This design comes from an exercise in tuning for small area on the open sky130 flow, not from production work. Function was checked by simulation only, so behaviour that the tests miss may differ from the original. Power and IR drop assume default switching activity.

// copter_soc
module copter_soc (
    input  wire       clk,
    input  wire       rstn,          
    input  wire       spi_sck,
    input  wire       spi_mosi,
    input  wire       spi_cs,        
    output wire       spi_miso,
    input  wire [5:0] pwm_in,
    output wire [6:0] led,
    output wire       busy
);
Settings: LEC_CHECK=0, CAP_MARGIN=20, CORE_MARGIN=2, CORE_UTILIZATION=75, CTS_BUF_LIST=sky130_fd_sc_hd__clkbuf_8, CTS_CLUSTER_DIAMETER=50, CTS_CLUSTER_SIZE=18, SLEW_MARGIN=20; clock period 8.0 ns.
standard.sh (not shown) runs the stock make flow with config.mk's settings and CLKGATE_MAP_FILE= SYNTH_SCRIPT=/design/flow/synth_recipe.tcl, a recipe that flattens the netlist after the stock synthesis.
==> flow/flow/run.sh <==
#!/bin/bash
# Layout flow: the standard ORFS flow (standard.sh) with two changes:
#  - clock tree synthesis without dummy loads, clustered onto clkbuf_8 leaves;
#  - input and output ports buffered with the smallest buffer.
# Each tool's output goes to a log of its own in this folder.
set -euo pipefail
export CTS_ARGS="-sink_clustering_enable -repair_clock_nets -sink_clustering_size 18 -sink_clustering_max_diameter 50 -buf_list sky130_fd_sc_hd__clkbuf_8 -dont_use_dummy_load"
export BUFFER_PORTS_ARGS="-buffer_cell sky130_fd_sc_hd__buf_1"
bash standard.sh > orfs_make.log 2>&1
The baseline completed without violations.
Then changed:
--- a/flow/design.v
+++ b/flow/design.v
@@ -19,37 +19,37 @@
 reg        c;
 integer    i;
 always @* begin
     c = 1'b1;
     for (i = 0; i < 19; i = i + 1) begin
         ctr_inc[i] = ctr[i] ^ c;
         c = c & ctr[i];
     end
 end
 assign code = val;
+always @(posedge clk)
+    if (~rstn | stop)
+        val <= {cnt[11] | ~rstn, cnt[10] | (on & sig) | ~rstn, cnt[9:0]};
+always @(posedge clk)
+    on <= ~fin & ~stop & (on | sig);
 always @(posedge clk) begin
     if (!rstn) begin
         sig <= 1'b0;
-        on  <= 1'b0;
         ctr <= 19'd0;
-        val <= 12'hFFF;
     end else begin
         sig <= pwm;
         if (fin | (~on & sig))
             ctr <= 19'd0;
         else if (stop)
             ctr <= {2'b11, ctr_inc[16:0]};
         else
             ctr <= ctr_inc;
-        on <= ~fin & ~stop & (on | sig);
-        if (stop)
-            val <= {cnt[11], cnt[10] | (on & sig), cnt[9:0]};
     end
 end
 endmodule
 `default_nettype wire
 `default_nettype none
 module copter_soc (
     input  wire       clk,
     input  wire       rstn,          
     input  wire       spi_sck,
     input  wire       spi_mosi,
@@ -95,30 +95,28 @@
     sck_q     <= spi_sck;
     sck_old_q <= sck_q;
     mosi_q    <= spi_mosi;
     ss_q      <= spi_cs;
     if (ss_q | rx_done)
         sh <= fifo_q;
     else if (sck_rise)
         sh <= {sh[6:0], mosi_q};
     if (rx_done)
         rx_byte <= {sh[6:0], mosi_q};
+    rx_valid <= rx_done;
+    if (ss_q)
+        bit_ct <= 3'd0;
+    else if (sck_rise)
+        bit_ct <= inc16({13'd0, bit_ct});
     if (!rstn) begin
-        rx_valid <= 1'b0;
-        bit_ct   <= 3'd0;
         miso_q   <= 1'b1;
     end else begin
-        rx_valid <= rx_done;
-        if (ss_q)
-            bit_ct <= 3'd0;
-        else if (sck_rise)
-            bit_ct <= inc16({13'd0, bit_ct});
         if (ss_q | sck_fall)
             miso_q <= sh[7];
     end
 end
 assign spi_miso = miso_q;
 reg rd_fifo, rd_pend;
 reg fifo_empty;
 always @(posedge clk) begin
     if (!rstn) begin
         rd_fifo <= 1'b0;
@@ -226,21 +224,21 @@
         3'd1:    pwm_sel = pv1;
         3'd2:    pwm_sel = pv2;
         3'd3:    pwm_sel = pv3;
         3'd4:    pwm_sel = pv4;
         default: pwm_sel = pv5;
     endcase
 end
 wire pwm_none = (alo[5:0] > 6'd5);    
 wire        sp     = sd[11] & sd[10];
 wire [15:0] pwm_val = ~sp    ? {4'h0, sd} :
-                      sd[8]  ? 16'hC000 :
+                      ~sd[9] ? 16'hC000 :
                       sd[3]  ? 16'h8A28 : 16'hCE20;
 wire [1:0] lane = cnt[1:0];
 reg  [7:0] rd_byte;
 always @* begin
     rd_byte = 8'h00;
     if (sel_led)
         rd_byte = led_r[8*lane +: 8];
     else if (sel_pwm) begin
         if (pwm_none)
             rd_byte = 8'hFF;
Outcome:
- first-iteration DRC count decreases by 1.9%
- cell area drops by 1.3%
- synthesized area decreases by 1.3%
- die area falls by 1.3%
- power climbs by 3.8%
- hold slack degrades by 5.5 ps
- clock power came out lower by about 3%
- via count went down by 7.1%
- clock skew rose by 26 ps
- wire length fell by 2.6%
- combinational power increases by about 1%
- synthesized cell count fell by 9.3%

Setup of west:
copter_soc, a different RTL version from the one above (not shown whole).
Size: ~1700 cells after synthesis, about 480 flip-flops, roughly 0.021 mm² of cells after synthesis.
clock: 8.0 ns
lec_check: 0
cap_margin: 20
core_margin: 2
core_utilization: 75
cts_buf_list: sky130_fd_sc_hd__clkbuf_8
cts_cluster_diameter: 50
cts_cluster_size: 18
slew_margin: 20
Scripts as last shown in full above: flow/flow/run.sh
Input changes introduced in east (baseline for comparison: west):
--- a/flow/design.v
+++ b/flow/design.v
@@ -137,42 +137,35 @@
 reg        fifo_full;
 reg  [7:0] fifo_dout;
 reg        ov;           
 reg  [7:0] od;
 wire       fifo_wr = ov & ~fifo_full;
 wire [15:0] wp_inc16 = inc16({12'd0, wp});
 wire [15:0] rp_inc16 = inc16({12'd0, rp});
 wire [3:0] wp_inc = wp_inc16[3:0];
 wire [3:0] rp_inc = rp_inc16[3:0];
 assign fifo_q = fifo_dout;
-reg [7:0] rd_word;
-integer ri;
-always @* begin
-    rd_word = 8'd0;
-    for (ri = 0; ri < 16; ri = ri + 1)
-        rd_word = rd_word | ({8{rp == ri[3:0]}} & mem[ri]);
-end
 always @(posedge clk) begin
     if (fifo_wr)
         mem[wp] <= od;
     if (!rstn) begin
         rp         <= 4'd0;
         wp         <= 4'd0;
         fifo_full  <= 1'b0;
         fifo_empty <= 1'b1;
         fifo_dout  <= 8'd0;
     end else begin
         if (fifo_wr)
             wp <= wp_inc;
         if (rd_fifo) begin
             rp        <= rp_inc;
-            fifo_dout <= rd_word;
+            fifo_dout <= mem[rp];
         end
         if (rd_fifo)
             fifo_full <= 1'b0;
         else if (fifo_wr)
             fifo_full <= wp_inc == rp;
         if (rd_fifo & ~ov)
             fifo_empty <= rp_inc == wp;
         else if (fifo_wr)
             fifo_empty <= 1'b0;
     end
Notes after the runs:
- Area after detailed placement essentially unchanged between west and east.
- east improves on west in clock period minus final worst setup slack.
- Between east and west, the difference in max-cap violation count is negligible.
- The setup slack of east is larger than that of west.
- Compared with west, in east number of fill cells lost 37; power share of the combinational group picked up an extra 12 points; cell internal power dissipation picked up an extra 11%.
- Floorplan die height: west vs east — no meaningful difference
- east against west: die area flat, required time of the critical path up 0.02 ns, final design utilization held.
- Diff west -> east | proportion of power drawn by the clock network | decrease of 4.8 points
- Design area essentially unchanged between west and east.

## re-timing with driven ports
Ports are ideal in the flow. The routed layouts listed here were re-timed in OpenROAD.
Step 1, drivers: a clkbuf_16 drives clk and a buf_2 each remaining input, both assumed.
Step 2 adds t to the input delays and takes it off the output delays; t is the mean of the earliest and latest rising clock arrival at the registers after step 1. Input paths then give back, and output paths get back, about the clock's delay inside the block.
Slacks: no drivers / after step 1 / after step 2; pairs: no drivers / after step 1.
run	t (ns)	setup slack, ns	worst setup path after step 2	clock arrival spread, ns	worst register clock-pin slew, ns
the first run of note 1	0.605	3.917 / 3.917 / 3.917	register to register	0.066 / 0.066	0.11 / 0.11
the second run of note 1	0.599	3.743 / 3.743 / 3.743	register to register	0.076 / 0.077	0.11 / 0.11
west	0.593	3.746 / 3.746 / 3.746	register to register	0.059 / 0.058	0.11 / 0.11
east	0.606	3.817 / 3.817 / 3.817	register to register	0.060 / 0.060	0.11 / 0.11
After both steps every run listed still meets setup and hold.
